This is an optimization exercise on Yosys and OpenROAD, whose aim is small area and a short achievable clock period, not a production implementation. No run shown here included a check of the RTL's function; only the layout flow was run. Power is estimated from default activity; no workload was simulated.

==> flow/design.v, too long to show whole: its modules and the start of the top module <==
// module DIV: 3913 lines
// module COMP: 6 lines
// module MUX2x1: 12 lines
// module REG: 12 lines
// module CIRCUIT7: 12 lines
module CIRCUIT7(a, b, c, d, zero, Clk, Rst, z);
  // ...
==> flow/flow/run.sh <==
#!/bin/bash
# Standard layout (the standard.sh), with timing repair aiming for extra
# setup slack so that the resizer works on the critical paths although the
# clock is met. Pin swapping is left out of the repair moves.
set -e
cd "$(dirname "$0")/.."
cat >> config.mk <<'EOC'
export SETUP_SLACK_MARGIN = 110
export SKIP_PIN_SWAP = 1
EOC
bash standard.sh > standard.log 2>&1
==> flow/standard.sh <==
#!/bin/bash
# synth_recipe.tcl (not shown) runs the flow's synth.tcl, then flattens the netlist and writes it again
# the make line also repeats each setting of config.mk as NAME=value (left out here)
make -C /OpenROAD-flow-scripts/flow DESIGN_CONFIG=/design/flow/config.mk WORK_HOME=/design/flow/orfs CLKGATE_MAP_FILE= SYNTH_SCRIPT=/design/flow/synth_recipe.tcl "${@:-finish}"
==> flow/config.mk <==
export PLATFORM = sky130hd
export DESIGN_NAME = CIRCUIT7
export DESIGN_NICKNAME = CIRCUIT7
export VERILOG_FILES = /design/flow/design.v
export SDC_FILE = /design/flow/constraint.sdc
export NUM_CORES = 4
export LEC_CHECK = 0
export ABC_AREA = 1
export CAP_MARGIN = 20
export CORE_MARGIN = 2
export CORE_UTILIZATION = 50
export CTS_CLUSTER_DIAMETER = 25
export CTS_CLUSTER_SIZE = 4
export SLEW_MARGIN = 20
export SETUP_SLACK_MARGIN = 110
export SKIP_PIN_SWAP = 1
==> flow/constraint.sdc <==
create_clock -name core_clock -period 260.0 [get_ports {Clk}]
set_input_delay 52.0000 -clock core_clock [delete_from_list [all_inputs] [get_ports {Clk}]]
set_output_delay 52.0000 -clock core_clock [all_outputs]
set_load 0.01 [all_outputs]
==> impl_metrics.ini, run 1 <==
[floorplanning]
start_util_pct = 50.3
core_area_um2 = 109000
tap_cells = 1414

[layout]
buffers_excl_clock = 291
buf_share_pct = 4.56
diodes = 0
n_fill_cell = 11177
largest_class = multi-input gates
n_clock_buffer = 5
largestRegisters = reg1.q x32

[sta]
fin_ws_ns = 118.91
fmax_mhz = 7.09
slew_headroom_pct = 33.9

[status]
status = finished clean

[synth]
synth-simple-area-share_pct = 37.4
synth_edf_count = 0
seq_area_frac_synth_pct = 1.17
yosysWarnings = 2
avgSynthCellArea_um2 = 6.38

[worst_setup_path]
path_max_fanout = 48
start_kind = input port
max_stage_delay_ns = 0.46

[drt]
wl_met3_mm = 8.56

[clock_network]
cts_buffers = 5
post-cts-setup-buffers = 0
cts.sinks = 32

[job]
max_cap_violations = 0

[power_and_ir_drop]
vdd_drop_max_mv = 0.00228
p_sw_share_pct = 56.9

[global_route]
top_usage_layer = met2
grt_util_met1_pct = 42.4

[hold_path]
min_to = reg1.q[31]$_SDFF_PP0_
==> run 2: changes to the inputs <==
--- a/flow/design.v
+++ b/flow/design.v
@@ -7,114 +7,34 @@
     assign hz[32] = 1'b1;
-    wire hzs30_31 = nb[30] & nb[31];
-    wire hzs28_29 = nb[28] & nb[29];
-    wire hzs29_31 = nb[29] & hzs30_31;
-    wire hzs28_31 = hzs28_29 & hzs30_31;
-    wire hzs26_27 = nb[26] & nb[27];
-    wire hzs24_25 = nb[24] & nb[25];
-    wire hzs25_27 = nb[25] & hzs26_27;
-    wire hzs24_27 = hzs24_25 & hzs26_27;
-    wire hzs27_31 = nb[27] & hzs28_31;
-    wire hzs26_31 = hzs26_27 & hzs28_31;
-    wire hzs25_31 = hzs25_27 & hzs28_31;
-    wire hzs24_31 = hzs24_27 & hzs28_31;
-    wire hzs22_23 = nb[22] & nb[23];
-    wire hzs20_21 = nb[20] & nb[21];
-    wire hzs21_23 = nb[21] & hzs22_23;
-    wire hzs20_23 = hzs20_21 & hzs22_23;
-    wire hzs18_19 = nb[18] & nb[19];
-    wire hzs16_17 = nb[16] & nb[17];
-    wire hzs17_19 = nb[17] & hzs18_19;
-    wire hzs16_19 = hzs16_17 & hzs18_19;
-    wire hzs19_23 = nb[19] & hzs20_23;
-    wire hzs18_23 = hzs18_19 & hzs20_23;
-    wire hzs17_23 = hzs17_19 & hzs20_23;
-    wire hzs16_23 = hzs16_19 & hzs20_23;
-    wire hzs23_31 = nb[23] & hzs24_31;
-    wire hzs22_31 = hzs22_23 & hzs24_31;
-    wire hzs21_31 = hzs21_23 & hzs24_31;
-    wire hzs20_31 = hzs20_23 & hzs24_31;
-    wire hzs19_31 = hzs19_23 & hzs24_31;
-    wire hzs18_31 = hzs18_23 & hzs24_31;
-    wire hzs17_31 = hzs17_23 & hzs24_31;
-    wire hzs16_31 = hzs16_23 & hzs24_31;
-    wire hzs14_15 = nb[14] & nb[15];
-    wire hzs12_13 = nb[12] & nb[13];
-    wire hzs13_15 = nb[13] & hzs14_15;
-    wire hzs12_15 = hzs12_13 & hzs14_15;
-    wire hzs10_11 = nb[10] & nb[11];
-    wire hzs8_9 = nb[8] & nb[9];
-    wire hzs9_11 = nb[9] & hzs10_11;
-    wire hzs8_11 = hzs8_9 & hzs10_11;
-    wire hzs11_15 = nb[11] & hzs12_15;
-    wire hzs10_15 = hzs10_11 & hzs12_15;
-    wire hzs9_15 = hzs9_11 & hzs12_15;
-    wire hzs8_15 = hzs8_11 & hzs12_15;
-    wire hzs6_7 = nb[6] & nb[7];
-    wire hzs4_5 = nb[4] & nb[5];
-    wire hzs5_7 = nb[5] & hzs6_7;
-    wire hzs4_7 = hzs4_5 & hzs6_7;
-    wire hzs2_3 = nb[2] & nb[3];
-    wire hzs0_1 = nb[0] & nb[1];
-    wire hzs1_3 = nb[1] & hzs2_3;
-    wire hzs0_3 = hzs0_1 & hzs2_3;
-    wire hzs3_7 = nb[3] & hzs4_7;
-    wire hzs2_7 = hzs2_3 & hzs4_7;
-    wire hzs1_7 = hzs1_3 & hzs4_7;
-    wire hzs0_7 = hzs0_3 & hzs4_7;
-    wire hzs7_15 = nb[7] & hzs8_15;
-    wire hzs6_15 = hzs6_7 & hzs8_15;
-    wire hzs5_15 = hzs5_7 & hzs8_15;
-    wire hzs4_15 = hzs4_7 & hzs8_15;
-    wire hzs3_15 = hzs3_7 & hzs8_15;
-    wire hzs2_15 = hzs2_7 & hzs8_15;
-    wire hzs1_15 = hzs1_7 & hzs8_15;
-    wire hzs0_15 = hzs0_7 & hzs8_15;
-    wire hzs15_31 = nb[15] & hzs16_31;
-    wire hzs14_31 = hzs14_15 & hzs16_31;
-    wire hzs13_31 = hzs13_15 & hzs16_31;
-    wire hzs12_31 = hzs12_15 & hzs16_31;
-    wire hzs11_31 = hzs11_15 & hzs16_31;
-    wire hzs10_31 = hzs10_15 & hzs16_31;
-    wire hzs9_31 = hzs9_15 & hzs16_31;
-    wire hzs8_31 = hzs8_15 & hzs16_31;
-    wire hzs7_31 = hzs7_15 & hzs16_31;
-    wire hzs6_31 = hzs6_15 & hzs16_31;
-    wire hzs5_31 = hzs5_15 & hzs16_31;
-    wire hzs4_31 = hzs4_15 & hzs16_31;
-    wire hzs3_31 = hzs3_15 & hzs16_31;
-    wire hzs2_31 = hzs2_15 & hzs16_31;
-    wire hzs1_31 = hzs1_15 & hzs16_31;
-    wire hzs0_31 = hzs0_15 & hzs16_31;
-    assign hz[31] = nb[31];
-    assign hz[30] = hzs30_31;
-    assign hz[29] = hzs29_31;
-    assign hz[28] = hzs28_31;
-    assign hz[27] = hzs27_31;
-    assign hz[26] = hzs26_31;
-    assign hz[25] = hzs25_31;
-    assign hz[24] = hzs24_31;
-    assign hz[23] = hzs23_31;
-    assign hz[22] = hzs22_31;
-    assign hz[21] = hzs21_31;
-    assign hz[20] = hzs20_31;
-    assign hz[19] = hzs19_31;
-    assign hz[18] = hzs18_31;
-    assign hz[17] = hzs17_31;
-    assign hz[16] = hzs16_31;
-    assign hz[15] = hzs15_31;
-    assign hz[14] = hzs14_31;
-    assign hz[13] = hzs13_31;
-    assign hz[12] = hzs12_31;
-    assign hz[11] = hzs11_31;
-    assign hz[10] = hzs10_31;
-    assign hz[9] = hzs9_31;
-    assign hz[8] = hzs8_31;
-    assign hz[7] = hzs7_31;
-    assign hz[6] = hzs6_31;
-    assign hz[5] = hzs5_31;
-    assign hz[4] = hzs4_31;
-    assign hz[3] = hzs3_31;
-    assign hz[2] = hzs2_31;
-    assign hz[1] = hzs1_31;
-    assign hz[0] = hzs0_31;
+    assign hz[31] = hz[32] & nb[31];
+    assign hz[30] = hz[31] & nb[30];
+    assign hz[29] = hz[30] & nb[29];
+    assign hz[28] = hz[29] & nb[28];
+    assign hz[27] = hz[28] & nb[27];
+    assign hz[26] = hz[27] & nb[26];
+    assign hz[25] = hz[26] & nb[25];
+    assign hz[24] = hz[25] & nb[24];
+    assign hz[23] = hz[24] & nb[23];
+    assign hz[22] = hz[23] & nb[22];
+    assign hz[21] = hz[22] & nb[21];
+    assign hz[20] = hz[21] & nb[20];
+    assign hz[19] = hz[20] & nb[19];
+    assign hz[18] = hz[19] & nb[18];
+    assign hz[17] = hz[18] & nb[17];
+    assign hz[16] = hz[17] & nb[16];
+    assign hz[15] = hz[16] & nb[15];
+    assign hz[14] = hz[15] & nb[14];
+    assign hz[13] = hz[14] & nb[13];
+    assign hz[12] = hz[13] & nb[12];
+    assign hz[11] = hz[12] & nb[11];
+    assign hz[10] = hz[11] & nb[10];
+    assign hz[9] = hz[10] & nb[9];
+    assign hz[8] = hz[9] & nb[8];
+    assign hz[7] = hz[8] & nb[7];
+    assign hz[6] = hz[7] & nb[6];
+    assign hz[5] = hz[6] & nb[5];
+    assign hz[4] = hz[5] & nb[4];
+    assign hz[3] = hz[4] & nb[3];
+    assign hz[2] = hz[3] & nb[2];
+    assign hz[1] = hz[2] & nb[1];
+    assign hz[0] = hz[1] & nb[0];
     wire g31_0 = a[31] | nb[0];
@@ -132,4 +52,3 @@
     wire r30_0 = quot[30] ? s30_0 : a[30];
-    wire s30_1 = p30_1 ^ g30_0;
-    wire r30_1 = quot[30] ? s30_1 : r31_0;
+    wire r30_1 = (quot[30] & g30_0) ? ~p30_1 : ((quot[30] & ~g30_0) ? p30_1 : r31_0);
     wire g29_0 = a[29] | nb[0];
@@ -145,6 +64,4 @@
     wire r29_0 = quot[29] ? s29_0 : a[29];
-    wire s29_1 = p29_1 ^ g29_0;
-    wire r29_1 = quot[29] ? s29_1 : r30_0;
-    wire s29_2 = p29_2 ^ G2;
-    wire r29_2 = quot[29] ? s29_2 : r30_1;
+    wire r29_1 = (quot[29] & g29_0) ? ~p29_1 : ((quot[29] & ~g29_0) ? p29_1 : r30_0);
+    wire r29_2 = (quot[29] & G2) ? ~p29_2 : ((quot[29] & ~G2) ? p29_2 : r30_1);
     wire g28_0 = a[28] | nb[0];
@@ -165,6 +82,4 @@
     wire r28_0 = quot[28] ? s28_0 : a[28];
-    wire s28_1 = p28_1 ^ g28_0;
-    wire r28_1 = quot[28] ? s28_1 : r29_0;
-    wire s28_2 = p28_2 ^ G4;
-    wire r28_2 = quot[28] ? s28_2 : r29_1;
+    wire r28_1 = (quot[28] & g28_0) ? ~p28_1 : ((quot[28] & ~g28_0) ? p28_1 : r29_0);
+    wire r28_2 = (quot[28] & G4) ? ~p28_2 : ((quot[28] & ~G4) ? p28_2 : r29_1);
     wire s28_3 = p28_3 ^ G7;
@@ -190,10 +105,7 @@
     wire r27_0 = quot[27] ? s27_0 : a[27];
-    wire s27_1 = p27_1 ^ g27_0;
-    wire r27_1 = quot[27] ? s27_1 : r28_0;
-    wire s27_2 = p27_2 ^ G9;
-    wire r27_2 = quot[27] ? s27_2 : r28_1;
+    wire r27_1 = (quot[27] & g27_0) ? ~p27_1 : ((quot[27] & ~g27_0) ? p27_1 : r28_0);
+    wire r27_2 = (quot[27] & G9) ? ~p27_2 : ((quot[27] & ~G9) ? p27_2 : r28_1);
     wire s27_3 = p27_3 ^ G10;
     wire r27_3 = quot[27] ? s27_3 : r28_2;
-    wire s27_4 = p27_4 ^ G13;
-    wire r27_4 = quot[27] ? s27_4 : r28_3;
+    wire r27_4 = (quot[27] & G13) ? ~p27_4 : ((quot[27] & ~G13) ? p27_4 : r28_3);
     wire g26_0 = a[26] | nb[0];
@@ -222,10 +134,7 @@
     wire r26_0 = quot[26] ? s26_0 : a[26];
-    wire s26_1 = p26_1 ^ g26_0;
-    wire r26_1 = quot[26] ? s26_1 : r27_0;
-    wire s26_2 = p26_2 ^ G15;
-    wire r26_2 = quot[26] ? s26_2 : r27_1;
+    wire r26_1 = (quot[26] & g26_0) ? ~p26_1 : ((quot[26] & ~g26_0) ? p26_1 : r27_0);
+    wire r26_2 = (quot[26] & G15) ? ~p26_2 : ((quot[26] & ~G15) ? p26_2 : r27_1);
     wire s26_3 = p26_3 ^ G16;
     wire r26_3 = quot[26] ? s26_3 : r27_2;
-    wire s26_4 = p26_4 ^ G21;
-    wire r26_4 = quot[26] ? s26_4 : r27_3;
+    wire r26_4 = (quot[26] & G21) ? ~p26_4 : ((quot[26] & ~G21) ? p26_4 : r27_3);
     wire s26_5 = p26_5 ^ G22;
@@ -261,10 +170,7 @@
     wire r25_0 = quot[25] ? s25_0 : a[25];
-    wire s25_1 = p25_1 ^ g25_0;
-    wire r25_1 = quot[25] ? s25_1 : r26_0;
-    wire s25_2 = p25_2 ^ G24;
-    wire r25_2 = quot[25] ? s25_2 : r26_1;
+    wire r25_1 = (quot[25] & g25_0) ? ~p25_1 : ((quot[25] & ~g25_0) ? p25_1 : r26_0);
+    wire r25_2 = (quot[25] & G24) ? ~p25_2 : ((quot[25] & ~G24) ? p25_2 : r26_1);
     wire s25_3 = p25_3 ^ G27;
     wire r25_3 = quot[25] ? s25_3 : r26_2;
-    wire s25_4 = p25_4 ^ G28;
-    wire r25_4 = quot[25] ? s25_4 : r26_3;
+    wire r25_4 = (quot[25] & G28) ? ~p25_4 : ((quot[25] & ~G28) ? p25_4 : r26_3);
     wire s25_5 = p25_5 ^ G33;
@@ -309,10 +215,7 @@
     wire r24_0 = quot[24] ? s24_0 : a[24];
-    wire s24_1 = p24_1 ^ g24_0;
-    wire r24_1 = quot[24] ? s24_1 : r25_0;
-    wire s24_2 = p24_2 ^ G36;
-    wire r24_2 = quot[24] ? s24_2 : r25_1;
+    wire r24_1 = (quot[24] & g24_0) ? ~p24_1 : ((quot[24] & ~g24_0) ? p24_1 : r25_0);
+    wire r24_2 = (quot[24] & G36) ? ~p24_2 : ((quot[24] & ~G36) ? p24_2 : r25_1);
     wire s24_3 = p24_3 ^ G39;
     wire r24_3 = quot[24] ? s24_3 : r25_2;
-    wire s24_4 = p24_4 ^ G40;
-    wire r24_4 = quot[24] ? s24_4 : r25_3;
+    wire r24_4 = (quot[24] & G40) ? ~p24_4 : ((quot[24] & ~G40) ? p24_4 : r25_3);
     wire s24_5 = p24_5 ^ G49;
@@ -362,10 +265,7 @@
     wire r23_0 = quot[23] ? s23_0 : a[23];
-    wire s23_1 = p23_1 ^ g23_0;
-    wire r23_1 = quot[23] ? s23_1 : r24_0;
-    wire s23_2 = p23_2 ^ G53;
-    wire r23_2 = quot[23] ? s23_2 : r24_1;
+    wire r23_1 = (quot[23] & g23_0) ? ~p23_1 : ((quot[23] & ~g23_0) ? p23_1 : r24_0);
+    wire r23_2 = (quot[23] & G53) ? ~p23_2 : ((quot[23] & ~G53) ? p23_2 : r24_1);
     wire s23_3 = p23_3 ^ G54;
     wire r23_3 = quot[23] ? s23_3 : r24_2;
-    wire s23_4 = p23_4 ^ G57;
-    wire r23_4 = quot[23] ? s23_4 : r24_3;
+    wire r23_4 = (quot[23] & G57) ? ~p23_4 : ((quot[23] & ~G57) ? p23_4 : r24_3);
     wire s23_5 = p23_5 ^ G58;
@@ -376,4 +276,3 @@
     wire r23_7 = quot[23] ? s23_7 : r24_6;
-    wire s23_8 = p23_8 ^ G69;
-    wire r23_8 = quot[23] ? s23_8 : r24_7;
+    wire r23_8 = (quot[23] & G69) ? ~p23_8 : ((quot[23] & ~G69) ? p23_8 : r24_7);
     wire g22_0 = a[22] | nb[0];
@@ -422,10 +321,7 @@
     wire r22_0 = quot[22] ? s22_0 : a[22];
-    wire s22_1 = p22_1 ^ g22_0;
-    wire r22_1 = quot[22] ? s22_1 : r23_0;
-    wire s22_2 = p22_2 ^ G71;
-    wire r22_2 = quot[22] ? s22_2 : r23_1;
+    wire r22_1 = (quot[22] & g22_0) ? ~p22_1 : ((quot[22] & ~g22_0) ? p22_1 : r23_0);
+    wire r22_2 = (quot[22] & G71) ? ~p22_2 : ((quot[22] & ~G71) ? p22_2 : r23_1);
     wire s22_3 = p22_3 ^ G72;
     wire r22_3 = quot[22] ? s22_3 : r23_2;
-    wire s22_4 = p22_4 ^ G75;
-    wire r22_4 = quot[22] ? s22_4 : r23_3;
+    wire r22_4 = (quot[22] & G75) ? ~p22_4 : ((quot[22] & ~G75) ? p22_4 : r23_3);
     wire s22_5 = p22_5 ^ G76;
@@ -436,4 +332,3 @@
     wire r22_7 = quot[22] ? s22_7 : r23_6;
-    wire s22_8 = p22_8 ^ G89;
-    wire r22_8 = quot[22] ? s22_8 : r23_7;
+    wire r22_8 = (quot[22] & G89) ? ~p22_8 : ((quot[22] & ~G89) ? p22_8 : r23_7);
     wire s22_9 = p22_9 ^ G90;
@@ -489,10 +384,7 @@
     wire r21_0 = quot[21] ? s21_0 : a[21];
-    wire s21_1 = p21_1 ^ g21_0;
-    wire r21_1 = quot[21] ? s21_1 : r22_0;
-    wire s21_2 = p21_2 ^ G92;
-    wire r21_2 = quot[21] ? s21_2 : r22_1;
+    wire r21_1 = (quot[21] & g21_0) ? ~p21_1 : ((quot[21] & ~g21_0) ? p21_1 : r22_0);
+    wire r21_2 = (quot[21] & G92) ? ~p21_2 : ((quot[21] & ~G92) ? p21_2 : r22_1);
     wire s21_3 = p21_3 ^ G93;
     wire r21_3 = quot[21] ? s21_3 : r22_2;
-    wire s21_4 = p21_4 ^ G98;
-    wire r21_4 = quot[21] ? s21_4 : r22_3;
+    wire r21_4 = (quot[21] & G98) ? ~p21_4 : ((quot[21] & ~G98) ? p21_4 : r22_3);
     wire s21_5 = p21_5 ^ G99;
@@ -503,4 +395,3 @@
     wire r21_7 = quot[21] ? s21_7 : r22_6;
-    wire s21_8 = p21_8 ^ G112;
-    wire r21_8 = quot[21] ? s21_8 : r22_7;
+    wire r21_8 = (quot[21] & G112) ? ~p21_8 : ((quot[21] & ~G112) ? p21_8 : r22_7);
     wire s21_9 = p21_9 ^ G113;
@@ -565,10 +456,7 @@
     wire r20_0 = quot[20] ? s20_0 : a[20];
-    wire s20_1 = p20_1 ^ g20_0;
-    wire r20_1 = quot[20] ? s20_1 : r21_0;
-    wire s20_2 = p20_2 ^ G116;
-    wire r20_2 = quot[20] ? s20_2 : r21_1;
+    wire r20_1 = (quot[20] & g20_0) ? ~p20_1 : ((quot[20] & ~g20_0) ? p20_1 : r21_0);
+    wire r20_2 = (quot[20] & G116) ? ~p20_2 : ((quot[20] & ~G116) ? p20_2 : r21_1);
     wire s20_3 = p20_3 ^ G117;
     wire r20_3 = quot[20] ? s20_3 : r21_2;
-    wire s20_4 = p20_4 ^ G122;
-    wire r20_4 = quot[20] ? s20_4 : r21_3;
+    wire r20_4 = (quot[20] & G122) ? ~p20_4 : ((quot[20] & ~G122) ? p20_4 : r21_3);
     wire s20_5 = p20_5 ^ G123;
@@ -579,4 +467,3 @@
     wire r20_7 = quot[20] ? s20_7 : r21_6;
-    wire s20_8 = p20_8 ^ G140;
-    wire r20_8 = quot[20] ? s20_8 : r21_7;
+    wire r20_8 = (quot[20] & G140) ? ~p20_8 : ((quot[20] & ~G140) ? p20_8 : r21_7);
     wire s20_9 = p20_9 ^ G141;
@@ -648,10 +535,7 @@
     wire r19_0 = quot[19] ? s19_0 : a[19];
-    wire s19_1 = p19_1 ^ g19_0;
-    wire r19_1 = quot[19] ? s19_1 : r20_0;
-    wire s19_2 = p19_2 ^ G145;
-    wire r19_2 = quot[19] ? s19_2 : r20_1;
+    wire r19_1 = (quot[19] & g19_0) ? ~p19_1 : ((quot[19] & ~g19_0) ? p19_1 : r20_0);
+    wire r19_2 = (quot[19] & G145) ? ~p19_2 : ((quot[19] & ~G145) ? p19_2 : r20_1);
     wire s19_3 = p19_3 ^ G148;
     wire r19_3 = quot[19] ? s19_3 : r20_2;
-    wire s19_4 = p19_4 ^ G149;
-    wire r19_4 = quot[19] ? s19_4 : r20_3;
+    wire r19_4 = (quot[19] & G149) ? ~p19_4 : ((quot[19] & ~G149) ? p19_4 : r20_3);
     wire s19_5 = p19_5 ^ G154;
@@ -662,4 +546,3 @@
     wire r19_7 = quot[19] ? s19_7 : r20_6;
-    wire s19_8 = p19_8 ^ G171;
-    wire r19_8 = quot[19] ? s19_8 : r20_7;
+    wire r19_8 = (quot[19] & G171) ? ~p19_8 : ((quot[19] & ~G171) ? p19_8 : r20_7);
     wire s19_9 = p19_9 ^ G172;
@@ -740,10 +623,7 @@
     wire r18_0 = quot[18] ? s18_0 : a[18];
-    wire s18_1 = p18_1 ^ g18_0;
-    wire r18_1 = quot[18] ? s18_1 : r19_0;
-    wire s18_2 = p18_2 ^ G177;
-    wire r18_2 = quot[18] ? s18_2 : r19_1;
+    wire r18_1 = (quot[18] & g18_0) ? ~p18_1 : ((quot[18] & ~g18_0) ? p18_1 : r19_0);
+    wire r18_2 = (quot[18] & G177) ? ~p18_2 : ((quot[18] & ~G177) ? p18_2 : r19_1);
     wire s18_3 = p18_3 ^ G180;
     wire r18_3 = quot[18] ? s18_3 : r19_2;
-    wire s18_4 = p18_4 ^ G181;
-    wire r18_4 = quot[18] ? s18_4 : r19_3;
+    wire r18_4 = (quot[18] & G181) ? ~p18_4 : ((quot[18] & ~G181) ? p18_4 : r19_3);
     wire s18_5 = p18_5 ^ G186;
@@ -754,4 +634,3 @@
     wire r18_7 = quot[18] ? s18_7 : r19_6;
-    wire s18_8 = p18_8 ^ G207;
-    wire r18_8 = quot[18] ? s18_8 : r19_7;
+    wire r18_8 = (quot[18] & G207) ? ~p18_8 : ((quot[18] & ~G207) ? p18_8 : r19_7);
     wire s18_9 = p18_9 ^ G208;
@@ -841,10 +720,7 @@
     wire r17_0 = quot[17] ? s17_0 : a[17];
-    wire s17_1 = p17_1 ^ g17_0;
-    wire r17_1 = quot[17] ? s17_1 : r18_0;
-    wire s17_2 = p17_2 ^ G214;
-    wire r17_2 = quot[17] ? s17_2 : r18_1;
+    wire r17_1 = (quot[17] & g17_0) ? ~p17_1 : ((quot[17] & ~g17_0) ? p17_1 : r18_0);
+    wire r17_2 = (quot[17] & G214) ? ~p17_2 : ((quot[17] & ~G214) ? p17_2 : r18_1);
     wire s17_3 = p17_3 ^ G217;
     wire r17_3 = quot[17] ? s17_3 : r18_2;
-    wire s17_4 = p17_4 ^ G218;
-    wire r17_4 = quot[17] ? s17_4 : r18_3;
+    wire r17_4 = (quot[17] & G218) ? ~p17_4 : ((quot[17] & ~G218) ? p17_4 : r18_3);
     wire s17_5 = p17_5 ^ G227;
@@ -855,4 +731,3 @@
     wire r17_7 = quot[17] ? s17_7 : r18_6;
-    wire s17_8 = p17_8 ^ G230;
-    wire r17_8 = quot[17] ? s17_8 : r18_7;
+    wire r17_8 = (quot[17] & G230) ? ~p17_8 : ((quot[17] & ~G230) ? p17_8 : r18_7);
     wire s17_9 = p17_9 ^ G249;
@@ -953,10 +828,7 @@
     wire r16_0 = quot[16] ? s16_0 : a[16];
-    wire s16_1 = p16_1 ^ g16_0;
-    wire r16_1 = quot[16] ? s16_1 : r17_0;
-    wire s16_2 = p16_2 ^ G256;
-    wire r16_2 = quot[16] ? s16_2 : r17_1;
+    wire r16_1 = (quot[16] & g16_0) ? ~p16_1 : ((quot[16] & ~g16_0) ? p16_1 : r17_0);
+    wire r16_2 = (quot[16] & G256) ? ~p16_2 : ((quot[16] & ~G256) ? p16_2 : r17_1);
     wire s16_3 = p16_3 ^ G259;
     wire r16_3 = quot[16] ? s16_3 : r17_2;
-    wire s16_4 = p16_4 ^ G260;
-    wire r16_4 = quot[16] ? s16_4 : r17_3;
+    wire r16_4 = (quot[16] & G260) ? ~p16_4 : ((quot[16] & ~G260) ? p16_4 : r17_3);
     wire s16_5 = p16_5 ^ G269;
@@ -967,4 +839,3 @@
     wire r16_7 = quot[16] ? s16_7 : r17_6;
-    wire s16_8 = p16_8 ^ G272;
-    wire r16_8 = quot[16] ? s16_8 : r17_7;
+    wire r16_8 = (quot[16] & G272) ? ~p16_8 : ((quot[16] & ~G272) ? p16_8 : r17_7);
     wire s16_9 = p16_9 ^ G297;
@@ -1070,10 +941,7 @@
     wire r15_0 = quot[15] ? s15_0 : a[15];
-    wire s15_1 = p15_1 ^ g15_0;
-    wire r15_1 = quot[15] ? s15_1 : r16_0;
-    wire s15_2 = p15_2 ^ G305;
-    wire r15_2 = quot[15] ? s15_2 : r16_1;
+    wire r15_1 = (quot[15] & g15_0) ? ~p15_1 : ((quot[15] & ~g15_0) ? p15_1 : r16_0);
+    wire r15_2 = (quot[15] & G305) ? ~p15_2 : ((quot[15] & ~G305) ? p15_2 : r16_1);
     wire s15_3 = p15_3 ^ G306;
     wire r15_3 = quot[15] ? s15_3 : r16_2;
-    wire s15_4 = p15_4 ^ G309;
-    wire r15_4 = quot[15] ? s15_4 : r16_3;
+    wire r15_4 = (quot[15] & G309) ? ~p15_4 : ((quot[15] & ~G309) ? p15_4 : r16_3);
     wire s15_5 = p15_5 ^ G310;
@@ -1084,4 +952,3 @@
     wire r15_7 = quot[15] ? s15_7 : r16_6;
-    wire s15_8 = p15_8 ^ G321;
-    wire r15_8 = quot[15] ? s15_8 : r16_7;
+    wire r15_8 = (quot[15] & G321) ? ~p15_8 : ((quot[15] & ~G321) ? p15_8 : r16_7);
     wire s15_9 = p15_9 ^ G322;
@@ -1100,4 +967,3 @@
     wire r15_15 = quot[15] ? s15_15 : r16_14;
-    wire s15_16 = p15_16 ^ G353;
-    wire r15_16 = quot[15] ? s15_16 : r16_15;
+    wire r15_16 = (quot[15] & G353) ? ~p15_16 : ((quot[15] & ~G353) ? p15_16 : r16_15);
     wire g14_0 = a[14] | nb[0];
@@ -1194,10 +1060,7 @@
     wire r14_0 = quot[14] ? s14_0 : a[14];
-    wire s14_1 = p14_1 ^ g14_0;
-    wire r14_1 = quot[14] ? s14_1 : r15_0;
-    wire s14_2 = p14_2 ^ G355;
-    wire r14_2 = quot[14] ? s14_2 : r15_1;
+    wire r14_1 = (quot[14] & g14_0) ? ~p14_1 : ((quot[14] & ~g14_0) ? p14_1 : r15_0);
+    wire r14_2 = (quot[14] & G355) ? ~p14_2 : ((quot[14] & ~G355) ? p14_2 : r15_1);
     wire s14_3 = p14_3 ^ G356;
     wire r14_3 = quot[14] ? s14_3 : r15_2;
-    wire s14_4 = p14_4 ^ G359;
-    wire r14_4 = quot[14] ? s14_4 : r15_3;
+    wire r14_4 = (quot[14] & G359) ? ~p14_4 : ((quot[14] & ~G359) ? p14_4 : r15_3);
     wire s14_5 = p14_5 ^ G360;
@@ -1208,4 +1071,3 @@
     wire r14_7 = quot[14] ? s14_7 : r15_6;
-    wire s14_8 = p14_8 ^ G371;
-    wire r14_8 = quot[14] ? s14_8 : r15_7;
+    wire r14_8 = (quot[14] & G371) ? ~p14_8 : ((quot[14] & ~G371) ? p14_8 : r15_7);
     wire s14_9 = p14_9 ^ G372;
@@ -1224,4 +1086,3 @@
     wire r14_15 = quot[14] ? s14_15 : r15_14;
-    wire s14_16 = p14_16 ^ G405;
-    wire r14_16 = quot[14] ? s14_16 : r15_15;
+    wire r14_16 = (quot[14] & G405) ? ~p14_16 : ((quot[14] & ~G405) ? p14_16 : r15_15);
     wire s14_17 = p14_17 ^ G406;
@@ -1325,10 +1186,7 @@
     wire r13_0 = quot[13] ? s13_0 : a[13];
-    wire s13_1 = p13_1 ^ g13_0;
-    wire r13_1 = quot[13] ? s13_1 : r14_0;
-    wire s13_2 = p13_2 ^ G408;
-    wire r13_2 = quot[13] ? s13_2 : r14_1;
+    wire r13_1 = (quot[13] & g13_0) ? ~p13_1 : ((quot[13] & ~g13_0) ? p13_1 : r14_0);
+    wire r13_2 = (quot[13] & G408) ? ~p13_2 : ((quot[13] & ~G408) ? p13_2 : r14_1);
     wire s13_3 = p13_3 ^ G409;
     wire r13_3 = quot[13] ? s13_3 : r14_2;
-    wire s13_4 = p13_4 ^ G412;
-    wire r13_4 = quot[13] ? s13_4 : r14_3;
+    wire r13_4 = (quot[13] & G412) ? ~p13_4 : ((quot[13] & ~G412) ? p13_4 : r14_3);
     wire s13_5 = p13_5 ^ G413;
@@ -1339,4 +1197,3 @@
     wire r13_7 = quot[13] ? s13_7 : r14_6;
-    wire s13_8 = p13_8 ^ G426;
-    wire r13_8 = quot[13] ? s13_8 : r14_7;
+    wire r13_8 = (quot[13] & G426) ? ~p13_8 : ((quot[13] & ~G426) ? p13_8 : r14_7);
     wire s13_9 = p13_9 ^ G427;
@@ -1355,4 +1212,3 @@
     wire r13_15 = quot[13] ? s13_15 : r14_14;
-    wire s13_16 = p13_16 ^ G460;
-    wire r13_16 = quot[13] ? s13_16 : r14_15;
+    wire r13_16 = (quot[13] & G460) ? ~p13_16 : ((quot[13] & ~G460) ? p13_16 : r14_15);
     wire s13_17 = p13_17 ^ G461;
@@ -1465,10 +1321,7 @@
     wire r12_0 = quot[12] ? s12_0 : a[12];
-    wire s12_1 = p12_1 ^ g12_0;
-    wire r12_1 = quot[12] ? s12_1 : r13_0;
-    wire s12_2 = p12_2 ^ G464;
-    wire r12_2 = quot[12] ? s12_2 : r13_1;
+    wire r12_1 = (quot[12] & g12_0) ? ~p12_1 : ((quot[12] & ~g12_0) ? p12_1 : r13_0);
+    wire r12_2 = (quot[12] & G464) ? ~p12_2 : ((quot[12] & ~G464) ? p12_2 : r13_1);
     wire s12_3 = p12_3 ^ G465;
     wire r12_3 = quot[12] ? s12_3 : r13_2;
-    wire s12_4 = p12_4 ^ G468;
-    wire r12_4 = quot[12] ? s12_4 : r13_3;
+    wire r12_4 = (quot[12] & G468) ? ~p12_4 : ((quot[12] & ~G468) ? p12_4 : r13_3);
     wire s12_5 = p12_5 ^ G469;
@@ -1479,4 +1332,3 @@
     wire r12_7 = quot[12] ? s12_7 : r13_6;
-    wire s12_8 = p12_8 ^ G482;
-    wire r12_8 = quot[12] ? s12_8 : r13_7;
+    wire r12_8 = (quot[12] & G482) ? ~p12_8 : ((quot[12] & ~G482) ? p12_8 : r13_7);
     wire s12_9 = p12_9 ^ G483;
@@ -1495,4 +1347,3 @@
     wire r12_15 = quot[12] ? s12_15 : r13_14;
-    wire s12_16 = p12_16 ^ G520;
-    wire r12_16 = quot[12] ? s12_16 : r13_15;
+    wire r12_16 = (quot[12] & G520) ? ~p12_16 : ((quot[12] & ~G520) ? p12_16 : r13_15);
     wire s12_17 = p12_17 ^ G521;
@@ -1612,10 +1463,7 @@
     wire r11_0 = quot[11] ? s11_0 : a[11];
-    wire s11_1 = p11_1 ^ g11_0;
-    wire r11_1 = quot[11] ? s11_1 : r12_0;
-    wire s11_2 = p11_2 ^ G525;
-    wire r11_2 = quot[11] ? s11_2 : r12_1;
+    wire r11_1 = (quot[11] & g11_0) ? ~p11_1 : ((quot[11] & ~g11_0) ? p11_1 : r12_0);
+    wire r11_2 = (quot[11] & G525) ? ~p11_2 : ((quot[11] & ~G525) ? p11_2 : r12_1);
     wire s11_3 = p11_3 ^ G526;
     wire r11_3 = quot[11] ? s11_3 : r12_2;
-    wire s11_4 = p11_4 ^ G531;
-    wire r11_4 = quot[11] ? s11_4 : r12_3;
+    wire r11_4 = (quot[11] & G531) ? ~p11_4 : ((quot[11] & ~G531) ? p11_4 : r12_3);
     wire s11_5 = p11_5 ^ G532;
@@ -1626,4 +1474,3 @@
     wire r11_7 = quot[11] ? s11_7 : r12_6;
-    wire s11_8 = p11_8 ^ G545;
-    wire r11_8 = quot[11] ? s11_8 : r12_7;
+    wire r11_8 = (quot[11] & G545) ? ~p11_8 : ((quot[11] & ~G545) ? p11_8 : r12_7);
     wire s11_9 = p11_9 ^ G546;
@@ -1642,4 +1489,3 @@
     wire r11_15 = quot[11] ? s11_15 : r12_14;
-    wire s11_16 = p11_16 ^ G583;
-    wire r11_16 = quot[11] ? s11_16 : r12_15;
+    wire r11_16 = (quot[11] & G583) ? ~p11_16 : ((quot[11] & ~G583) ? p11_16 : r12_15);
     wire s11_17 = p11_17 ^ G584;
@@ -1768,10 +1614,7 @@
     wire r10_0 = quot[10] ? s10_0 : a[10];
-    wire s10_1 = p10_1 ^ g10_0;
-    wire r10_1 = quot[10] ? s10_1 : r11_0;
-    wire s10_2 = p10_2 ^ G589;
-    wire r10_2 = quot[10] ? s10_2 : r11_1;
+    wire r10_1 = (quot[10] & g10_0) ? ~p10_1 : ((quot[10] & ~g10_0) ? p10_1 : r11_0);
+    wire r10_2 = (quot[10] & G589) ? ~p10_2 : ((quot[10] & ~G589) ? p10_2 : r11_1);
     wire s10_3 = p10_3 ^ G590;
     wire r10_3 = quot[10] ? s10_3 : r11_2;
-    wire s10_4 = p10_4 ^ G595;
-    wire r10_4 = quot[10] ? s10_4 : r11_3;
+    wire r10_4 = (quot[10] & G595) ? ~p10_4 : ((quot[10] & ~G595) ? p10_4 : r11_3);
     wire s10_5 = p10_5 ^ G596;
@@ -1782,4 +1625,3 @@
     wire r10_7 = quot[10] ? s10_7 : r11_6;
-    wire s10_8 = p10_8 ^ G609;
-    wire r10_8 = quot[10] ? s10_8 : r11_7;
+    wire r10_8 = (quot[10] & G609) ? ~p10_8 : ((quot[10] & ~G609) ? p10_8 : r11_7);
     wire s10_9 = p10_9 ^ G610;
@@ -1798,4 +1640,3 @@
     wire r10_15 = quot[10] ? s10_15 : r11_14;
-    wire s10_16 = p10_16 ^ G651;
-    wire r10_16 = quot[10] ? s10_16 : r11_15;
+    wire r10_16 = (quot[10] & G651) ? ~p10_16 : ((quot[10] & ~G651) ? p10_16 : r11_15);
     wire s10_17 = p10_17 ^ G652;
@@ -1933,10 +1774,7 @@
     wire r9_0 = quot[9] ? s9_0 : a[9];
-    wire s9_1 = p9_1 ^ g9_0;
-    wire r9_1 = quot[9] ? s9_1 : r10_0;
-    wire s9_2 = p9_2 ^ G658;
-    wire r9_2 = quot[9] ? s9_2 : r10_1;
+    wire r9_1 = (quot[9] & g9_0) ? ~p9_1 : ((quot[9] & ~g9_0) ? p9_1 : r10_0);
+    wire r9_2 = (quot[9] & G658) ? ~p9_2 : ((quot[9] & ~G658) ? p9_2 : r10_1);
     wire s9_3 = p9_3 ^ G659;
     wire r9_3 = quot[9] ? s9_3 : r10_2;
-    wire s9_4 = p9_4 ^ G664;
-    wire r9_4 = quot[9] ? s9_4 : r10_3;
+    wire r9_4 = (quot[9] & G664) ? ~p9_4 : ((quot[9] & ~G664) ? p9_4 : r10_3);
     wire s9_5 = p9_5 ^ G665;
@@ -1947,4 +1785,3 @@
     wire r9_7 = quot[9] ? s9_7 : r10_6;
-    wire s9_8 = p9_8 ^ G682;
-    wire r9_8 = quot[9] ? s9_8 : r10_7;
+    wire r9_8 = (quot[9] & G682) ? ~p9_8 : ((quot[9] & ~G682) ? p9_8 : r10_7);
     wire s9_9 = p9_9 ^ G683;
@@ -1963,4 +1800,3 @@
     wire r9_15 = quot[9] ? s9_15 : r10_14;
-    wire s9_16 = p9_16 ^ G724;
-    wire r9_16 = quot[9] ? s9_16 : r10_15;
+    wire r9_16 = (quot[9] & G724) ? ~p9_16 : ((quot[9] & ~G724) ? p9_16 : r10_15);
     wire s9_17 = p9_17 ^ G725;
@@ -2109,10 +1945,7 @@
     wire r8_0 = quot[8] ? s8_0 : a[8];
-    wire s8_1 = p8_1 ^ g8_0;
-    wire r8_1 = quot[8] ? s8_1 : r9_0;
-    wire s8_2 = p8_2 ^ G732;
-    wire r8_2 = quot[8] ? s8_2 : r9_1;
+    wire r8_1 = (quot[8] & g8_0) ? ~p8_1 : ((quot[8] & ~g8_0) ? p8_1 : r9_0);
+    wire r8_2 = (quot[8] & G732) ? ~p8_2 : ((quot[8] & ~G732) ? p8_2 : r9_1);
     wire s8_3 = p8_3 ^ G733;
     wire r8_3 = quot[8] ? s8_3 : r9_2;
-    wire s8_4 = p8_4 ^ G738;
-    wire r8_4 = quot[8] ? s8_4 : r9_3;
+    wire r8_4 = (quot[8] & G738) ? ~p8_4 : ((quot[8] & ~G738) ? p8_4 : r9_3);
     wire s8_5 = p8_5 ^ G739;
@@ -2123,4 +1956,3 @@
     wire r8_7 = quot[8] ? s8_7 : r9_6;
-    wire s8_8 = p8_8 ^ G756;
-    wire r8_8 = quot[8] ? s8_8 : r9_7;
+    wire r8_8 = (quot[8] & G756) ? ~p8_8 : ((quot[8] & ~G756) ? p8_8 : r9_7);
     wire s8_9 = p8_9 ^ G757;
@@ -2139,4 +1971,3 @@
     wire r8_15 = quot[8] ? s8_15 : r9_14;
-    wire s8_16 = p8_16 ^ G804;
-    wire r8_16 = quot[8] ? s8_16 : r9_15;
+    wire r8_16 = (quot[8] & G804) ? ~p8_16 : ((quot[8] & ~G804) ? p8_16 : r9_15);
     wire s8_17 = p8_17 ^ G805;
@@ -2292,10 +2123,7 @@
     wire r7_0 = quot[7] ? s7_0 : a[7];
-    wire s7_1 = p7_1 ^ g7_0;
-    wire r7_1 = quot[7] ? s7_1 : r8_0;
-    wire s7_2 = p7_2 ^ G813;
-    wire r7_2 = quot[7] ? s7_2 : r8_1;
+    wire r7_1 = (quot[7] & g7_0) ? ~p7_1 : ((quot[7] & ~g7_0) ? p7_1 : r8_0);
+    wire r7_2 = (quot[7] & G813) ? ~p7_2 : ((quot[7] & ~G813) ? p7_2 : r8_1);
     wire s7_3 = p7_3 ^ G816;
     wire r7_3 = quot[7] ? s7_3 : r8_2;
-    wire s7_4 = p7_4 ^ G817;
-    wire r7_4 = quot[7] ? s7_4 : r8_3;
+    wire r7_4 = (quot[7] & G817) ? ~p7_4 : ((quot[7] & ~G817) ? p7_4 : r8_3);
     wire s7_5 = p7_5 ^ G822;
@@ -2306,4 +2134,3 @@
     wire r7_7 = quot[7] ? s7_7 : r8_6;
-    wire s7_8 = p7_8 ^ G839;
-    wire r7_8 = quot[7] ? s7_8 : r8_7;
+    wire r7_8 = (quot[7] & G839) ? ~p7_8 : ((quot[7] & ~G839) ? p7_8 : r8_7);
     wire s7_9 = p7_9 ^ G840;
@@ -2322,4 +2149,3 @@
     wire r7_15 = quot[7] ? s7_15 : r8_14;
-    wire s7_16 = p7_16 ^ G887;
-    wire r7_16 = quot[7] ? s7_16 : r8_15;
+    wire r7_16 = (quot[7] & G887) ? ~p7_16 : ((quot[7] & ~G887) ? p7_16 : r8_15);
     wire s7_17 = p7_17 ^ G888;
@@ -2484,10 +2310,7 @@
     wire r6_0 = quot[6] ? s6_0 : a[6];
-    wire s6_1 = p6_1 ^ g6_0;
-    wire r6_1 = quot[6] ? s6_1 : r7_0;
-    wire s6_2 = p6_2 ^ G897;
-    wire r6_2 = quot[6] ? s6_2 : r7_1;
+    wire r6_1 = (quot[6] & g6_0) ? ~p6_1 : ((quot[6] & ~g6_0) ? p6_1 : r7_0);
+    wire r6_2 = (quot[6] & G897) ? ~p6_2 : ((quot[6] & ~G897) ? p6_2 : r7_1);
     wire s6_3 = p6_3 ^ G900;
     wire r6_3 = quot[6] ? s6_3 : r7_2;
-    wire s6_4 = p6_4 ^ G901;
-    wire r6_4 = quot[6] ? s6_4 : r7_3;
+    wire r6_4 = (quot[6] & G901) ? ~p6_4 : ((quot[6] & ~G901) ? p6_4 : r7_3);
     wire s6_5 = p6_5 ^ G906;
@@ -2498,4 +2321,3 @@
     wire r6_7 = quot[6] ? s6_7 : r7_6;
-    wire s6_8 = p6_8 ^ G923;
-    wire r6_8 = quot[6] ? s6_8 : r7_7;
+    wire r6_8 = (quot[6] & G923) ? ~p6_8 : ((quot[6] & ~G923) ? p6_8 : r7_7);
     wire s6_9 = p6_9 ^ G924;
@@ -2514,4 +2336,3 @@
     wire r6_15 = quot[6] ? s6_15 : r7_14;
-    wire s6_16 = p6_16 ^ G975;
-    wire r6_16 = quot[6] ? s6_16 : r7_15;
+    wire r6_16 = (quot[6] & G975) ? ~p6_16 : ((quot[6] & ~G975) ? p6_16 : r7_15);
     wire s6_17 = p6_17 ^ G976;
@@ -2685,10 +2506,7 @@
     wire r5_0 = quot[5] ? s5_0 : a[5];
-    wire s5_1 = p5_1 ^ g5_0;
-    wire r5_1 = quot[5] ? s5_1 : r6_0;
-    wire s5_2 = p5_2 ^ G986;
-    wire r5_2 = quot[5] ? s5_2 : r6_1;
+    wire r5_1 = (quot[5] & g5_0) ? ~p5_1 : ((quot[5] & ~g5_0) ? p5_1 : r6_0);
+    wire r5_2 = (quot[5] & G986) ? ~p5_2 : ((quot[5] & ~G986) ? p5_2 : r6_1);
     wire s5_3 = p5_3 ^ G989;
     wire r5_3 = quot[5] ? s5_3 : r6_2;
-    wire s5_4 = p5_4 ^ G990;
-    wire r5_4 = quot[5] ? s5_4 : r6_3;
+    wire r5_4 = (quot[5] & G990) ? ~p5_4 : ((quot[5] & ~G990) ? p5_4 : r6_3);
     wire s5_5 = p5_5 ^ G995;
@@ -2699,4 +2517,3 @@
     wire r5_7 = quot[5] ? s5_7 : r6_6;
-    wire s5_8 = p5_8 ^ G1016;
-    wire r5_8 = quot[5] ? s5_8 : r6_7;
+    wire r5_8 = (quot[5] & G1016) ? ~p5_8 : ((quot[5] & ~G1016) ? p5_8 : r6_7);
     wire s5_9 = p5_9 ^ G1017;
@@ -2715,4 +2532,3 @@
     wire r5_15 = quot[5] ? s5_15 : r6_14;
-    wire s5_16 = p5_16 ^ G1068;
-    wire r5_16 = quot[5] ? s5_16 : r6_15;
+    wire r5_16 = (quot[5] & G1068) ? ~p5_16 : ((quot[5] & ~G1068) ? p5_16 : r6_15);
     wire s5_17 = p5_17 ^ G1069;
@@ -2897,10 +2713,7 @@
     wire r4_0 = quot[4] ? s4_0 : a[4];
-    wire s4_1 = p4_1 ^ g4_0;
-    wire r4_1 = quot[4] ? s4_1 : r5_0;
-    wire s4_2 = p4_2 ^ G1080;
-    wire r4_2 = quot[4] ? s4_2 : r5_1;
+    wire r4_1 = (quot[4] & g4_0) ? ~p4_1 : ((quot[4] & ~g4_0) ? p4_1 : r5_0);
+    wire r4_2 = (quot[4] & G1080) ? ~p4_2 : ((quot[4] & ~G1080) ? p4_2 : r5_1);
     wire s4_3 = p4_3 ^ G1083;
     wire r4_3 = quot[4] ? s4_3 : r5_2;
-    wire s4_4 = p4_4 ^ G1084;
-    wire r4_4 = quot[4] ? s4_4 : r5_3;
+    wire r4_4 = (quot[4] & G1084) ? ~p4_4 : ((quot[4] & ~G1084) ? p4_4 : r5_3);
     wire s4_5 = p4_5 ^ G1089;
@@ -2911,4 +2724,3 @@
     wire r4_7 = quot[4] ? s4_7 : r5_6;
-    wire s4_8 = p4_8 ^ G1110;
-    wire r4_8 = quot[4] ? s4_8 : r5_7;
+    wire r4_8 = (quot[4] & G1110) ? ~p4_8 : ((quot[4] & ~G1110) ? p4_8 : r5_7);
     wire s4_9 = p4_9 ^ G1111;
@@ -2927,4 +2739,3 @@
     wire r4_15 = quot[4] ? s4_15 : r5_14;
-    wire s4_16 = p4_16 ^ G1168;
-    wire r4_16 = quot[4] ? s4_16 : r5_15;
+    wire r4_16 = (quot[4] & G1168) ? ~p4_16 : ((quot[4] & ~G1168) ? p4_16 : r5_15);
     wire s4_17 = p4_17 ^ G1169;
@@ -3118,10 +2929,7 @@
     wire r3_0 = quot[3] ? s3_0 : a[3];
-    wire s3_1 = p3_1 ^ g3_0;
-    wire r3_1 = quot[3] ? s3_1 : r4_0;
-    wire s3_2 = p3_2 ^ G1181;
-    wire r3_2 = quot[3] ? s3_2 : r4_1;
+    wire r3_1 = (quot[3] & g3_0) ? ~p3_1 : ((quot[3] & ~g3_0) ? p3_1 : r4_0);
+    wire r3_2 = (quot[3] & G1181) ? ~p3_2 : ((quot[3] & ~G1181) ? p3_2 : r4_1);
     wire s3_3 = p3_3 ^ G1184;
     wire r3_3 = quot[3] ? s3_3 : r4_2;
-    wire s3_4 = p3_4 ^ G1185;
-    wire r3_4 = quot[3] ? s3_4 : r4_3;
+    wire r3_4 = (quot[3] & G1185) ? ~p3_4 : ((quot[3] & ~G1185) ? p3_4 : r4_3);
     wire s3_5 = p3_5 ^ G1194;
@@ -3132,4 +2940,3 @@
     wire r3_7 = quot[3] ? s3_7 : r4_6;
-    wire s3_8 = p3_8 ^ G1197;
-    wire r3_8 = quot[3] ? s3_8 : r4_7;
+    wire r3_8 = (quot[3] & G1197) ? ~p3_8 : ((quot[3] & ~G1197) ? p3_8 : r4_7);
     wire s3_9 = p3_9 ^ G1216;
@@ -3148,4 +2955,3 @@
     wire r3_15 = quot[3] ? s3_15 : r4_14;
-    wire s3_16 = p3_16 ^ G1273;
-    wire r3_16 = quot[3] ? s3_16 : r4_15;
+    wire r3_16 = (quot[3] & G1273) ? ~p3_16 : ((quot[3] & ~G1273) ? p3_16 : r4_15);
     wire s3_17 = p3_17 ^ G1274;
@@ -3350,10 +3156,7 @@
     wire r2_0 = quot[2] ? s2_0 : a[2];
-    wire s2_1 = p2_1 ^ g2_0;
-    wire r2_1 = quot[2] ? s2_1 : r3_0;
-    wire s2_2 = p2_2 ^ G1287;
-    wire r2_2 = quot[2] ? s2_2 : r3_1;
+    wire r2_1 = (quot[2] & g2_0) ? ~p2_1 : ((quot[2] & ~g2_0) ? p2_1 : r3_0);
+    wire r2_2 = (quot[2] & G1287) ? ~p2_2 : ((quot[2] & ~G1287) ? p2_2 : r3_1);
     wire s2_3 = p2_3 ^ G1290;
     wire r2_3 = quot[2] ? s2_3 : r3_2;
-    wire s2_4 = p2_4 ^ G1291;
-    wire r2_4 = quot[2] ? s2_4 : r3_3;
+    wire r2_4 = (quot[2] & G1291) ? ~p2_4 : ((quot[2] & ~G1291) ? p2_4 : r3_3);
     wire s2_5 = p2_5 ^ G1300;
@@ -3364,4 +3167,3 @@
     wire r2_7 = quot[2] ? s2_7 : r3_6;
-    wire s2_8 = p2_8 ^ G1303;
-    wire r2_8 = quot[2] ? s2_8 : r3_7;
+    wire r2_8 = (quot[2] & G1303) ? ~p2_8 : ((quot[2] & ~G1303) ? p2_8 : r3_7);
     wire s2_9 = p2_9 ^ G1322;
@@ -3380,4 +3182,3 @@
     wire r2_15 = quot[2] ? s2_15 : r3_14;
-    wire s2_16 = p2_16 ^ G1385;
-    wire r2_16 = quot[2] ? s2_16 : r3_15;
+    wire r2_16 = (quot[2] & G1385) ? ~p2_16 : ((quot[2] & ~G1385) ? p2_16 : r3_15);
     wire s2_17 = p2_17 ^ G1386;
@@ -3593,10 +3394,7 @@
     wire r1_0 = quot[1] ? s1_0 : a[1];
-    wire s1_1 = p1_1 ^ g1_0;
-    wire r1_1 = quot[1] ? s1_1 : r2_0;
-    wire s1_2 = p1_2 ^ G1400;
-    wire r1_2 = quot[1] ? s1_2 : r2_1;
+    wire r1_1 = (quot[1] & g1_0) ? ~p1_1 : ((quot[1] & ~g1_0) ? p1_1 : r2_0);
+    wire r1_2 = (quot[1] & G1400) ? ~p1_2 : ((quot[1] & ~G1400) ? p1_2 : r2_1);
     wire s1_3 = p1_3 ^ G1403;
     wire r1_3 = quot[1] ? s1_3 : r2_2;
-    wire s1_4 = p1_4 ^ G1404;
-    wire r1_4 = quot[1] ? s1_4 : r2_3;
+    wire r1_4 = (quot[1] & G1404) ? ~p1_4 : ((quot[1] & ~G1404) ? p1_4 : r2_3);
     wire s1_5 = p1_5 ^ G1413;
@@ -3607,4 +3405,3 @@
     wire r1_7 = quot[1] ? s1_7 : r2_6;
-    wire s1_8 = p1_8 ^ G1416;
-    wire r1_8 = quot[1] ? s1_8 : r2_7;
+    wire r1_8 = (quot[1] & G1416) ? ~p1_8 : ((quot[1] & ~G1416) ? p1_8 : r2_7);
     wire s1_9 = p1_9 ^ G1441;
@@ -3623,4 +3420,3 @@
     wire r1_15 = quot[1] ? s1_15 : r2_14;
-    wire s1_16 = p1_16 ^ G1448;
-    wire r1_16 = quot[1] ? s1_16 : r2_15;
+    wire r1_16 = (quot[1] & G1448) ? ~p1_16 : ((quot[1] & ~G1448) ? p1_16 : r2_15);
     wire s1_17 = p1_17 ^ G1505;
@@ -3849,10 +3645,7 @@
     wire r0_0 = quot[0] ? s0_0 : a[0];
-    wire s0_1 = p0_1 ^ g0_0;
-    wire r0_1 = quot[0] ? s0_1 : r1_0;
-    wire s0_2 = p0_2 ^ G1520;
-    wire r0_2 = quot[0] ? s0_2 : r1_1;
+    wire r0_1 = (quot[0] & g0_0) ? ~p0_1 : ((quot[0] & ~g0_0) ? p0_1 : r1_0);
+    wire r0_2 = (quot[0] & G1520) ? ~p0_2 : ((quot[0] & ~G1520) ? p0_2 : r1_1);
     wire s0_3 = p0_3 ^ G1523;
     wire r0_3 = quot[0] ? s0_3 : r1_2;
-    wire s0_4 = p0_4 ^ G1524;
-    wire r0_4 = quot[0] ? s0_4 : r1_3;
+    wire r0_4 = (quot[0] & G1524) ? ~p0_4 : ((quot[0] & ~G1524) ? p0_4 : r1_3);
     wire s0_5 = p0_5 ^ G1533;
@@ -3863,4 +3656,3 @@
     wire r0_7 = quot[0] ? s0_7 : r1_6;
-    wire s0_8 = p0_8 ^ G1536;
-    wire r0_8 = quot[0] ? s0_8 : r1_7;
+    wire r0_8 = (quot[0] & G1536) ? ~p0_8 : ((quot[0] & ~G1536) ? p0_8 : r1_7);
     wire s0_9 = p0_9 ^ G1561;
@@ -3879,4 +3671,3 @@
     wire r0_15 = quot[0] ? s0_15 : r1_14;
-    wire s0_16 = p0_16 ^ G1568;
-    wire r0_16 = quot[0] ? s0_16 : r1_15;
+    wire r0_16 = (quot[0] & G1568) ? ~p0_16 : ((quot[0] & ~G1568) ? p0_16 : r1_15);
     wire s0_17 = p0_17 ^ G1633;
==> flow/flow/run.sh (replaced) <==
#!/bin/bash
# Standard layout, with timing repair aiming for extra setup slack so that
# the resizer works on the critical paths although the clock is met.
set -e
cd "$(dirname "$0")/.."
echo "export SETUP_SLACK_MARGIN = 110" >> config.mk
bash standard.sh > standard.log 2>&1
--- a/flow/config.mk
+++ b/flow/config.mk
@@ -15,2 +15 @@
 export SETUP_SLACK_MARGIN = 110
-export SKIP_PIN_SWAP = 1
==> run 2 against run 1 <==
  * Non-clock buffer count is 271 higher
  * Final cell count is 4.7% lower
  * Die area is 7.2% lower
  * Setup slack worse by 5.0 ns
  * Via count is 6.2% lower
  * Largest cell class unchanged
==> impl_metrics.ini, run 2 <==
[status]
status = finished clean

[worst_setup_path]
cp_num_buf_inv = 42
cp.depth = 692
cp-end-kind = flip-flop
crit_arrival_ns = 146.25
cp_slowest_cell = ha_1
crit_type = input port to flip-flop
max_stage_delay_ns = 0.36
start_kind = input port
crit_required_ns = 260.19
crit_family = compound AO/OA/AOI/OAI gates
crit_end = reg1.q[0]$_SDFF_PP0_
cpMostUsedCell = a21o_1
crit_start = d[29]
path_max_fanout = 11

[hold_path]
hold_start = d[30]
min_to = reg1.q[0]$_SDFF_PP0_
hp-class = input port to flip-flop
holdPathStages = 9

[layout]
n_fill_cell = 10004
mostFrequentLayoutCells = 2,047 x nand2_1, 1,043 x ha_1, 913 x inv_1
largestRegisters = reg1.q x32
drive_gt1_share_pct = 15.2
layout_commonest_cell = nand2_1
top_register = reg1.q
largest_reg_flops = 32
nets = 9591
area_growth_pct = 14.4

[global_route]
grt_pass1_vias = 47559
grt_start_max_net_pins = 53
overflow = 0
track_usage_pct = 27.7
grt_pass1_wl_mm = 238
antenna_found_initial = 1

[clock_network]
cts_buffer_depth = 2
cts.sinks = 32
cts_tree = built
cts_root_buf = clkbuf_16
path_clk_slew_ns = 0.06
postCtsHoldBufs = 0
h-tree-depth = 2
cts_buffers = 5

[power_and_ir_drop]
clk-power_uw = 7.38
vdd_drop_max_mv = 0.00226
power_frac_seq_pct = 3.3
internal-power_uw = 71.0
top_power_group = combinational cells
p_sw_share_pct = 53.3
p_leak_uw = 0.0330
p_clk_share_pct = 4.9
p_comb_share_pct = 91.9
power_density_nw_per_um2 = 2.62
p_comb_uw = 140
pg_seq_uw = 4.99
switchingPower_uw = 81.0

[sta]
fin_ws_ns = 113.94
rsz0062_at_grt = true
fmax_mhz = 6.85
finalSetupViolCount = 0
finalCritPeriodShare_pct = 56.2
slew_headroom_pct = 34.1
timing_hold_violations_final = 0
worst_pin_slew_ns = 0.988
post-route-min-period_ns = 146.06
finalSetupTns_ns = 0
slew_viol_final = 0

[synth]
yosysMostFrequentCell = nand2_1
synth_common_cells = 2,145 x nand2_1, 1,055 x ha_1, 931 x inv_1
ys_seq_elements = 32
synth_cells = 7869
syn_area_um2 = 50700
synth_nets = 9178
avgSynthCellArea_um2 = 6.44
synthDistinctLibCells = 69
ys_top_cells_by_area = ha_1 26%, nand2_1 16%, xnor2_1 7.5%
synth_edf_count = 0
synth_top_area_share_pct = 26.0
ys_async_sr_fraction_pct = 0
seq_area_frac_synth_pct = 1.26
synth_top_area_cell = ha_1
synth_ff_type = dfxtp_1
yosysWarnings = 2

[placement]
routabilityCongestion = 0.886
io_buffers = 193
dp_slack_ns = 100.83
dp_hpwl_mm = 116

[floorplanning]
start_util_pct = 50.6
dieArea_um2 = 104000
die_x_um = 322
core_area_um2 = 100000
die_h_um = 322
ioPinCount = 194
rows = 116

[job]
max_cap_violations = 0

[drt]
viasPerCell = 5.34
antenna_left = 0
vias = 51445
drcViolationCount = 0
wl_per_cell_um = 15.5
drt_wl_total_mm = 149
first_pass_iters = 5
drt_iter0_markers = 2671
## run 2: changes by cell type after synthesis, moves of 99 or more
cell     delta
a21o_1    +128
xnor2_1   +181
nand3_1   -322
fa_1      -161
inv_1      -99
nand2_1   -239
a21oi_1   -103
## run 2: final cells by class
| type | instances | area [µm²] | share of cell area, % |
|---|---|---|---|
| clock inverters | 3 | 42.5 | 0.0733 |
| flip-flops and latches | 32 | 641 | 1.10 |
| diodes | 2 | 5.00 | 0.00863 |
| inverters | 958 | 3660 | 6.31 |
| multi-input cells | 6722 | 46600 | 80.4 |
| repair inverters | 1 | 5.00 | 0.00863 |
| repair buffers | 562 | 5190 | 8.95 |
| well taps | 1357 | 1700 | 2.93 |
| clock buffers | 5 | 125 | 0.216 |
## run 2: timing repair
| item | 4_1_cts | 5_1_grt |
|---|---|---|
| cloned | 18 | 17 |
| pin swaps | 18 | 294 |
| endpoints found under the setup margin | 3 | 32 |
| gates resized for setup | 80 | 313 |
| endpoints found under the hold margin | 0 | 0 |
| setup buffers | 14 | 272 |
## run 2: logic make-up after synthesis
family / synth area share (%)
AO/OA/AOI/OAI: 15.8
flip-flops: 1.26
adder cells (fa/ha/maj): 29.7
XOR/XNOR: 10.6
buffers and inverters: 9.75
AND/OR/NAND/NOR: 32.9
## run 2: per-layer routing
layer	up-vias	part of all wire (%)	track usage, %
met5	-	0	0
met4	0	2.6	6.78
met3	197	3.9	1.14
met2	902	46	47.4
met1	23357	48	38.1
li1	26989	-	-
## run 2: through the flow
| stage | std cells | instance area (µm²) | utilization [%] | hold WS, ns | power, µW |
|---|---|---|---|---|---|
| after floorplan | 7869 | 50700 | - | 52.19 | 108 |
| after global placement | 9311 | 53500 | 53.3 | 52.74 | 131 |
| after detailed placement | 9311 | 53500 | 53.3 | 52.74 | 133 |
| after CTS | 9351 | 54500 | 54.3 | 52.56 | 143 |
| after global routing | 9641 | 58000 | 57.8 | 52.61 | 172 |
| final | 9642 | 58000 | 57.8 | 52.51 | 152 |

## port drivers added, routing unchanged
Ports are ideal in the flow. The routed layouts listed here were re-timed in OpenROAD. Step 1: set_driving_cell puts a clkbuf_16 on Clk and a buf_2 on each other input, an assumption about the parent block. Step 2, shift: input delay + t, output delay - t, t = (earliest + latest rising clock arrival at the registers) / 2. This alone moves slack from input paths to output paths. Three values: ideal ports, drivers, drivers and shift; two values: the first two.
run | t, ns | slack for setup (ns) | worst setup path after step 2 | slew at the worst register clock pin (ns)
run 1 | 0.356 | 118.910 / 118.941 / 118.585 | input to register | 0.06 / 0.06
run 2 | 0.351 | 113.944 / 113.977 / 113.626 | input to register | 0.07 / 0.07
After both steps every run listed still meets setup and hold. For run 1, which loses most, drivers alone change the setup slack by +0.031 ns; drivers and shift together by -0.325 ns.
